This design comes from an exercise in tuning for small area on the open sky130 flow, not from production work.
Function was checked by simulation only, so behaviour that the tests miss may differ from the original.
The clock input has no modelled driver; a real chip could not lean on it and would need a root buffer or a full tree.
Power and IR drop assume default switching activity.

==> flow/design.v (excerpt) <==
module t1b_ultrasonic(
    input clk_50M, reset, echo_rx,
    output reg trig,
    output op,
    output wire [15:0] distance_out
);
Size: roughly 160 cells after synthesis, ~21 I/O pins, about 2000 sq um of cells after synthesis.
Settings: LEC_CHECK=0, CAP_MARGIN=20, CORE_MARGIN=2, CORE_UTILIZATION=40, SLEW_MARGIN=20; clock period 20.0 ns.
standard.sh (not shown) runs the stock make flow with config.mk's settings and CLKGATE_MAP_FILE= SYNTH_SCRIPT=/design/flow/synth_recipe.tcl, a recipe that flattens the netlist after the stock synthesis.
==> flow/flow/run.sh <==
#!/bin/bash
# The standard layout (standard.sh), with:
#  - an area-oriented ABC mapping in synthesis (flow/my_synth.tcl, flow/area.abc);
#    registers are mapped exactly as in the standard synthesis
#  - the smallest buffer on every port
#  - a flat clock tree: after CTS, flow/post_cts.tcl replaces CTS's tree with
#    three clkbuf_8 (or, if their slew would be too close to the limit, two
#    clkbuf_16), each driving an equal share of the flip-flops
#  - no timing-driven buffering in global placement, and one tie cell for
#    the constant outputs
set -euo pipefail
W=$(pwd)
export MY_ABC_SCRIPT=$W/flow/area.abc
export FLOW_SYNTH_TCL=$W/synth_recipe.tcl
bash standard.sh SYNTH_SCRIPT=$W/flow/my_synth.tcl ADDER_MAP_FILE= SYNTH_INSBUF=0 \
  "BUFFER_PORTS_ARGS=-buffer_cell sky130_fd_sc_hd__buf_1" \
  GPL_TIMING_DRIVEN=0 SKIP_REPAIR_TIE_FANOUT=1 \
  POST_CTS_TCL=$W/flow/post_cts.tcl \
  "CTS_ARGS=-sink_clustering_enable -sink_clustering_size 30 -sink_clustering_max_diameter 200 -buf_list sky130_fd_sc_hd__clkbuf_4 -root_buf sky130_fd_sc_hd__clkbuf_4 -dont_use_dummy_load -repair_clock_nets" \
  finish > flow_make.log 2>&1
==> flow/flow/post_cts.tcl <==
# split a list of {iterm x y} into k groups of (nearly) equal size by recursive
# bisection, alternating the axis
proc my_split {g k axis} {
  if {$k <= 1} { return [list $g] }
  set k1 [expr {$k / 2}]
  set s [lsort -integer -index $axis $g]
  set h [expr {([llength $s] * $k1 + $k / 2) / $k}]
  set na [expr {3 - $axis}]
  return [concat [my_split [lrange $s 0 [expr {$h-1}]] $k1 $na] [my_split [lrange $s $h end] [expr {$k - $k1}] $na]]
}

# Replace the clock tree that CTS built with a flat one: the clock port drives
# NLEAF clock buffers, each driving an equal share of the flip-flops, split by
# recursive bisection of their placed locations.
proc my_clock_tree {nleaf leafcell} {
  set block [ord::get_db_block]
  set db [ord::get_db]
  set clknet [$block findNet clk_50M]
  # remove the buffers and nets CTS made
  foreach inst [$block getInsts] {
    set n [$inst getName]
    if {[string match "clkbuf_*" $n] || [string match "clkload*" $n]} {
      puts "removing $n [[$inst getMaster] getName]"
      foreach it [$inst getITerms] { $it disconnect }
      odb::dbInst_destroy $inst
    }
  }
  foreach net [$block getNets] {
    if {[string match "clknet_*" [$net getName]]} {
      foreach it [$net getITerms] { $it disconnect }
      odb::dbNet_destroy $net
    }
  }
  set sinks {}
  foreach inst [$block getInsts] {
    if {[string match "*__df*" [[$inst getMaster] getName]]} {
      set it [$inst findITerm CLK]
      $it disconnect
      set b [$inst getBBox]
      lappend sinks [list $it [expr {([$b xMin]+[$b xMax])/2}] [expr {([$b yMin]+[$b yMax])/2}]]
    }
  }
  set groups [my_split $sinks $nleaf 1]
  set master [$db findMaster $leafcell]
  set k 0
  foreach g $groups {
    set sx 0; set sy 0
    foreach s $g { set sx [expr {$sx + [lindex $s 1]}]; set sy [expr {$sy + [lindex $s 2]}] }
    set cx [expr {$sx / [llength $g]}]; set cy [expr {$sy / [llength $g]}]
    set inst [odb::dbInst_create $block $master "clkbuf_leaf_$k"]
    set net [odb::dbNet_create $block "clknet_leaf_$k"]
    $net setSigType CLOCK
    $inst setLocation $cx $cy
    $inst setPlacementStatus PLACED
    [$inst findITerm A] connect $clknet
    [$inst findITerm X] connect $net
    foreach s $g { [lindex $s 0] connect $net }
    puts "clock leaf $k: [llength $g] flip-flops at ($cx, $cy)"
    incr k
  }
}

# largest estimated slew at a flip-flop clock pin
proc my_max_clk_slew {} {
  estimate_parasitics -placement
  set mx 0.0
  foreach inst [[ord::get_db_block] getInsts] {
    if {[string match "*__df*" [[$inst getMaster] getName]]} {
      set s [get_property [get_pins [$inst getName]/CLK] slew_max]
      if {$s > $mx} { set mx $s }
    }
  }
  return $mx
}

proc my_clock_tree_fit {} {
  my_clock_tree 3 sky130_fd_sc_hd__clkbuf_8
  detailed_placement
  set s [my_max_clk_slew]
  puts "clock tree: 3 x clkbuf_8, estimated max clock-pin slew $s"
  if {$s > 0.115} {
    my_clock_tree 2 sky130_fd_sc_hd__clkbuf_16
    detailed_placement
    set s [my_max_clk_slew]
    puts "clock tree: 2 x clkbuf_16, estimated max clock-pin slew $s"
  }
}

my_clock_tree_fit
check_placement -verbose
estimate_parasitics -placement
report_clock_skew
Other scripts of this flow, unchanged in this note and not shown: flow/flow/area.abc, flow/flow/my_synth.tcl
The baseline produced a clean layout.
Then changed:
--- a/flow/flow/run.sh
+++ b/flow/flow/run.sh
@@ -7,4 +7,5 @@
 #    three clkbuf_8 (or, if their slew would be too close to the limit, two
 #    clkbuf_16), each driving an equal share of the flip-flops
+#  - a denser placement (shorter clock wires)
 #  - no timing-driven buffering in global placement, and one tie cell for
 #    the constant outputs
@@ -15,5 +16,5 @@
 bash standard.sh SYNTH_SCRIPT=$W/flow/my_synth.tcl ADDER_MAP_FILE= SYNTH_INSBUF=0 \
   "BUFFER_PORTS_ARGS=-buffer_cell sky130_fd_sc_hd__buf_1" \
-  GPL_TIMING_DRIVEN=0 SKIP_REPAIR_TIE_FANOUT=1 \
+  GPL_TIMING_DRIVEN=0 SKIP_REPAIR_TIE_FANOUT=1 CORE_UTILIZATION=65 PLACE_DENSITY=0.8 \
   POST_CTS_TCL=$W/flow/post_cts.tcl \
   "CTS_ARGS=-sink_clustering_enable -sink_clustering_size 30 -sink_clustering_max_diameter 200 -buf_list sky130_fd_sc_hd__clkbuf_4 -root_buf sky130_fd_sc_hd__clkbuf_4 -dont_use_dummy_load -repair_clock_nets" \
What happened: Sequential share of layout area goes up by 1.1 points; cell area goes down by 1.7%; setup slack is worse by 0.063 ns; maximum frequency goes down by 1.2%; area after synthesis stays the same; global-route usage goes up by 8.1 points; cell count goes down by 14%; combinational power hardly moves; worst hold slack stays flat.
Then changed:
==> flow/flow/run.sh (replaced) <==
#!/bin/bash
# The standard layout (standard.sh), with:
#  - an area-oriented ABC mapping in synthesis (flow/my_synth.tcl, flow/area.abc);
#    registers are mapped exactly as in the standard synthesis
#  - the smallest buffer on every port
#  - a flat clock tree: after CTS, flow/post_cts.tcl replaces CTS's tree with
#    three clock buffers, each driving a third of the flip-flops
#  - no timing-driven buffering in global placement, and one tie cell for
#    the constant outputs
set -euo pipefail
W=$(pwd)
export MY_ABC_SCRIPT=$W/flow/area.abc
export FLOW_SYNTH_TCL=$W/synth_recipe.tcl
bash standard.sh SYNTH_SCRIPT=$W/flow/my_synth.tcl ADDER_MAP_FILE= SYNTH_INSBUF=0 \
  "BUFFER_PORTS_ARGS=-buffer_cell sky130_fd_sc_hd__buf_1" \
  GPL_TIMING_DRIVEN=0 SKIP_REPAIR_TIE_FANOUT=1 \
  POST_CTS_TCL=$W/flow/post_cts.tcl \
  "CTS_ARGS=-sink_clustering_enable -sink_clustering_size 30 -sink_clustering_max_diameter 200 -buf_list sky130_fd_sc_hd__clkbuf_4 -root_buf sky130_fd_sc_hd__clkbuf_4 -dont_use_dummy_load -repair_clock_nets" \
  finish > flow_make.log 2>&1
--- a/flow/flow/post_cts.tcl
+++ b/flow/flow/post_cts.tcl
@@ -61,31 +61,6 @@
 }
 
-# largest estimated slew at a flip-flop clock pin
-proc my_max_clk_slew {} {
-  estimate_parasitics -placement
-  set mx 0.0
-  foreach inst [[ord::get_db_block] getInsts] {
-    if {[string match "*__df*" [[$inst getMaster] getName]]} {
-      set s [get_property [get_pins [$inst getName]/CLK] slew_max]
-      if {$s > $mx} { set mx $s }
-    }
-  }
-  return $mx
-}
-
-proc my_clock_tree_fit {} {
-  my_clock_tree 3 sky130_fd_sc_hd__clkbuf_8
-  detailed_placement
-  set s [my_max_clk_slew]
-  puts "clock tree: 3 x clkbuf_8, estimated max clock-pin slew $s"
-  if {$s > 0.115} {
-    my_clock_tree 2 sky130_fd_sc_hd__clkbuf_16
-    detailed_placement
-    set s [my_max_clk_slew]
-    puts "clock tree: 2 x clkbuf_16, estimated max clock-pin slew $s"
-  }
-}
-
-my_clock_tree_fit
+my_clock_tree 3 sky130_fd_sc_hd__clkbuf_8
+detailed_placement
 check_placement -verbose
 estimate_parasitics -placement
- final area rose by 1.3%
- core utilization fell by 27 points
- maximum frequency rose by 1.3%
- wire length fell by 3.4%
- power fell by 1.6%
Then changed:
--- a/flow/flow/run.sh
+++ b/flow/flow/run.sh
@@ -5,5 +5,7 @@
 #  - the smallest buffer on every port
 #  - a flat clock tree: after CTS, flow/post_cts.tcl replaces CTS's tree with
-#    three clock buffers, each driving a third of the flip-flops
+#    three clkbuf_8 (or, if their slew would be too close to the limit, two
+#    clkbuf_16), each driving an equal share of the flip-flops
+#  - a denser placement (shorter clock wires)
 #  - no timing-driven buffering in global placement, and one tie cell for
 #    the constant outputs
@@ -14,5 +16,5 @@
 bash standard.sh SYNTH_SCRIPT=$W/flow/my_synth.tcl ADDER_MAP_FILE= SYNTH_INSBUF=0 \
   "BUFFER_PORTS_ARGS=-buffer_cell sky130_fd_sc_hd__buf_1" \
-  GPL_TIMING_DRIVEN=0 SKIP_REPAIR_TIE_FANOUT=1 \
+  GPL_TIMING_DRIVEN=0 SKIP_REPAIR_TIE_FANOUT=1 CORE_UTILIZATION=65 PLACE_DENSITY=0.8 \
   POST_CTS_TCL=$W/flow/post_cts.tcl \
   "CTS_ARGS=-sink_clustering_enable -sink_clustering_size 30 -sink_clustering_max_diameter 200 -buf_list sky130_fd_sc_hd__clkbuf_4 -root_buf sky130_fd_sc_hd__clkbuf_4 -dont_use_dummy_load -repair_clock_nets" \
--- a/flow/flow/post_cts.tcl
+++ b/flow/flow/post_cts.tcl
@@ -61,6 +61,31 @@
 }
 
-my_clock_tree 3 sky130_fd_sc_hd__clkbuf_8
-detailed_placement
+# largest estimated slew at a flip-flop clock pin
+proc my_max_clk_slew {} {
+  estimate_parasitics -placement
+  set mx 0.0
+  foreach inst [[ord::get_db_block] getInsts] {
+    if {[string match "*__df*" [[$inst getMaster] getName]]} {
+      set s [get_property [get_pins [$inst getName]/CLK] slew_max]
+      if {$s > $mx} { set mx $s }
+    }
+  }
+  return $mx
+}
+
+proc my_clock_tree_fit {} {
+  my_clock_tree 3 sky130_fd_sc_hd__clkbuf_8
+  detailed_placement
+  set s [my_max_clk_slew]
+  puts "clock tree: 3 x clkbuf_8, estimated max clock-pin slew $s"
+  if {$s > 0.118} {
+    my_clock_tree 2 sky130_fd_sc_hd__clkbuf_16
+    detailed_placement
+    set s [my_max_clk_slew]
+    puts "clock tree: 2 x clkbuf_16, estimated max clock-pin slew $s"
+  }
+}
+
+my_clock_tree_fit
 check_placement -verbose
 estimate_parasitics -placement
Setup slack degrades by 0.063 ns.
Power went down by 0.71%.
Clock skew stays flat.
Synthesized cell count is unchanged.
Die area drops by 37%.
Via count is higher by 1.5%.
No run of this note takes its clock network from TritonCTS; it comes from the design's own scripts or RTL.

* * *

The RTL this note starts from:
==> flow/design.v <==
module t1b_ultrasonic(
    input clk_50M, reset, echo_rx,
    output reg trig,
    output op,
    output wire [15:0] distance_out
);
localparam [19:0] LF_A = 20'h9d693;
localparam [19:0] LF_B = 20'h6cd59;
localparam [19:0] LF_C = 20'hceb49;
localparam [19:0] LF_R = 20'h01d39;
localparam [19:0] M_A = 20'hfefde;
localparam [19:0] M_B = 20'hedbff;
localparam [19:0] M_C = 20'h7f7ef;
localparam [8:0] U_P = 9'h100;
localparam [8:0] U_S = 9'h000;
localparam [8:0] U_E = 9'h017;
localparam [1:0] S_IDLE = 2'd0, S_WF = 2'd1, S_WAIT = 2'd2, S_MEAS = 2'd3;
reg [19:0] lf;
reg [1:0]  sub;
reg [10:0] dreg;
reg        det;
reg [8:0]  u;
reg [4:0]  p;
reg [10:0] q;
wire at_a = ((lf & M_A) == (LF_A & M_A));
wire at_b = ((lf & M_B) == (LF_B & M_B));
wire at_c = ((lf & M_C) == (LF_C & M_C));
wire meas = (sub == S_MEAS);
wire cnt  = meas & echo_rx & ~at_c;    
wire ovf  = (u == U_E);
wire lnext = (p == 5'd7) | (p == 5'd16);
wire ld  = meas & ~echo_rx & ~at_c;
wire clr = ((sub == S_IDLE) & at_b & ~echo_rx) |
           ((sub == S_WF) & ~echo_rx) |
           ((sub == S_WAIT) & at_c & ~echo_rx) |
           (meas & at_c);
always @(posedge clk_50M or negedge reset) begin
    if (!reset) begin
        lf   <= LF_R;
        sub  <= S_IDLE;
        trig <= 1'b0;
        dreg <= 11'd0;
        det  <= 1'b0;
    end else begin
        lf <= {lf[18:0], ~(lf[19] ^ lf[2]) ^ at_c};
        if (at_a) trig <= 1'b1;
        else if (at_b) trig <= 1'b0;
        case (sub)
            S_IDLE: if (at_b) sub <= S_WF;
            S_WF:   sub <= echo_rx ? S_MEAS : S_WAIT;
            S_WAIT: if (echo_rx) sub <= S_MEAS; else if (at_c) sub <= S_IDLE;
            default: if (~cnt) sub <= S_IDLE;
        endcase
        if (ld | clr) begin
            dreg <= ld ? q : 11'd0;
            det  <= ld & (q < 11'd70);
        end
    end
end
always @(posedge clk_50M) begin
    if (!cnt) begin
        u <= U_P;
        p <= 5'd0;
        q <= 11'd0;
    end else if (ovf) begin
        u <= lnext ? U_P : U_S;
        p <= (p == 5'd16) ? 5'd0 : p + 5'd1;
        q <= q + 11'd1;
    end else begin
        u <= {u[7:0], ~(u[8] ^ u[4])};
    end
end
assign op = det;
assign distance_out = {5'd0, dreg};
endmodule
Settings: LEC_CHECK=0, CAP_MARGIN=20, CORE_MARGIN=2, CORE_UTILIZATION=40, SLEW_MARGIN=20; clock period 20.0 ns.
==> flow/flow/run.sh <==
#!/bin/bash
# The standard layout (standard.sh), with:
#  - an area-oriented ABC mapping in synthesis (flow/my_synth.tcl, flow/area.abc);
#    registers are mapped exactly as in the standard synthesis
#  - the smallest buffer on every port
#  - a flat clock tree: after CTS, flow/post_cts.tcl replaces CTS's tree with
#    two clock buffers, each driving half of the flip-flops
#  - no timing-driven buffering in global placement, and one tie cell for
#    the constant outputs
set -euo pipefail
W=$(pwd)
export MY_ABC_SCRIPT=$W/flow/area.abc
export FLOW_SYNTH_TCL=$W/synth_recipe.tcl
bash standard.sh SYNTH_SCRIPT=$W/flow/my_synth.tcl ADDER_MAP_FILE= SYNTH_INSBUF=0 \
  "BUFFER_PORTS_ARGS=-buffer_cell sky130_fd_sc_hd__buf_1" \
  GPL_TIMING_DRIVEN=0 SKIP_REPAIR_TIE_FANOUT=1 \
  POST_CTS_TCL=$W/flow/post_cts.tcl \
  "CTS_ARGS=-sink_clustering_enable -sink_clustering_size 30 -sink_clustering_max_diameter 200 -buf_list sky130_fd_sc_hd__clkbuf_4 -root_buf sky130_fd_sc_hd__clkbuf_4 -dont_use_dummy_load -repair_clock_nets" \
  finish > flow_make.log 2>&1
==> flow/flow/post_cts.tcl <==
# split a list of {iterm x y} into k groups of (nearly) equal size by recursive
# bisection, alternating the axis
proc my_split {g k axis} {
  if {$k <= 1} { return [list $g] }
  set k1 [expr {$k / 2}]
  set s [lsort -integer -index $axis $g]
  set h [expr {([llength $s] * $k1 + $k / 2) / $k}]
  set na [expr {3 - $axis}]
  return [concat [my_split [lrange $s 0 [expr {$h-1}]] $k1 $na] [my_split [lrange $s $h end] [expr {$k - $k1}] $na]]
}

# Replace the clock tree that CTS built with a flat one: the clock port drives
# NLEAF clock buffers, each driving an equal share of the flip-flops, split by
# recursive bisection of their placed locations.
proc my_clock_tree {nleaf leafcell} {
  set block [ord::get_db_block]
  set db [ord::get_db]
  set clknet [$block findNet clk_50M]
  # remove the buffers and nets CTS made
  foreach inst [$block getInsts] {
    set n [$inst getName]
    if {[string match "clkbuf_*" $n] || [string match "clkload*" $n]} {
      puts "removing $n [[$inst getMaster] getName]"
      foreach it [$inst getITerms] { $it disconnect }
      odb::dbInst_destroy $inst
    }
  }
  foreach net [$block getNets] {
    if {[string match "clknet_*" [$net getName]]} {
      foreach it [$net getITerms] { $it disconnect }
      odb::dbNet_destroy $net
    }
  }
  set sinks {}
  foreach inst [$block getInsts] {
    if {[string match "*__df*" [[$inst getMaster] getName]]} {
      set it [$inst findITerm CLK]
      $it disconnect
      set b [$inst getBBox]
      lappend sinks [list $it [expr {([$b xMin]+[$b xMax])/2}] [expr {([$b yMin]+[$b yMax])/2}]]
    }
  }
  set groups [my_split $sinks $nleaf 1]
  set master [$db findMaster $leafcell]
  set k 0
  foreach g $groups {
    set sx 0; set sy 0
    foreach s $g { set sx [expr {$sx + [lindex $s 1]}]; set sy [expr {$sy + [lindex $s 2]}] }
    set cx [expr {$sx / [llength $g]}]; set cy [expr {$sy / [llength $g]}]
    set inst [odb::dbInst_create $block $master "clkbuf_leaf_$k"]
    set net [odb::dbNet_create $block "clknet_leaf_$k"]
    $net setSigType CLOCK
    $inst setLocation $cx $cy
    $inst setPlacementStatus PLACED
    [$inst findITerm A] connect $clknet
    [$inst findITerm X] connect $net
    foreach s $g { [lindex $s 0] connect $net }
    puts "clock leaf $k: [llength $g] flip-flops at ($cx, $cy)"
    incr k
  }
}

my_clock_tree 2 sky130_fd_sc_hd__clkbuf_16
detailed_placement
check_placement -verbose
estimate_parasitics -placement
report_clock_skew
Other scripts of this flow, unchanged in this note and not shown: flow/flow/area.abc, flow/flow/my_synth.tcl
Edit:
--- a/flow/flow/run.sh
+++ b/flow/flow/run.sh
@@ -5,5 +5,5 @@
 #  - the smallest buffer on every port
 #  - a flat clock tree: after CTS, flow/post_cts.tcl replaces CTS's tree with
-#    two clock buffers, each driving half of the flip-flops
+#    three clock buffers, each driving a third of the flip-flops
 #  - no timing-driven buffering in global placement, and one tie cell for
 #    the constant outputs
--- a/flow/flow/post_cts.tcl
+++ b/flow/flow/post_cts.tcl
@@ -61,5 +61,5 @@
 }
 
-my_clock_tree 2 sky130_fd_sc_hd__clkbuf_16
+my_clock_tree 3 sky130_fd_sc_hd__clkbuf_8
 detailed_placement
 check_placement -verbose
- combinational power barely changes
- wire length barely changes
- cell area goes down slightly
- power came out lower by a few percent
- clock skew stays flat
- utilization drops by 0.17 points
- via count is about the same
No run of this note takes its clock network from TritonCTS; it comes from the design's own scripts or RTL.

==> port drivers added, routing unchanged <==
The flow's constraints put no driver on any port. The routed layouts listed below were extracted and timed again, unchanged, in two steps.
Step 1: set_driving_cell puts a clkbuf_16 on clk_50M and a buf_2 on each other input, an assumption about the parent block.
Step 2 also shifts input and output timing later by t, the mid clock arrival at the registers, as if the neighbouring blocks saw the same clock.
Slacks: no drivers / after step 1 / after step 2; pairs: no drivers / after step 1.
run	t, ns	setup slack, ns	hold slack, ns	worst data-port slew with drivers (ns)	pins driven straight from the clock port
the first run of note 1	0.207	14.959 / 14.980 / 14.773	0.372 / 0.372 / 0.372	0.03	2
the second run of note 1	0.207	14.895 / 14.915 / 14.708	0.373 / 0.373 / 0.373	0.03	2
the third run of note 1	0.216	14.962 / 14.986 / 14.770	0.373 / 0.373 / 0.373	0.03	3
the fourth run of note 1	0.208	14.899 / 14.920 / 14.712	0.366 / 0.366 / 0.366	0.03	3
the first run of note 2	0.211	14.424 / 14.432 / 14.221	0.380 / 0.380 / 0.380	0.04	2
the second run of note 2	0.210	14.428 / 14.436 / 14.226	0.381 / 0.381 / 0.381	0.04	3
After both steps setup and hold are still met in every run listed. The setup slack of the first run of note 2, which loses most, moves by +0.008 ns with the drivers and by -0.203 ns with both steps.
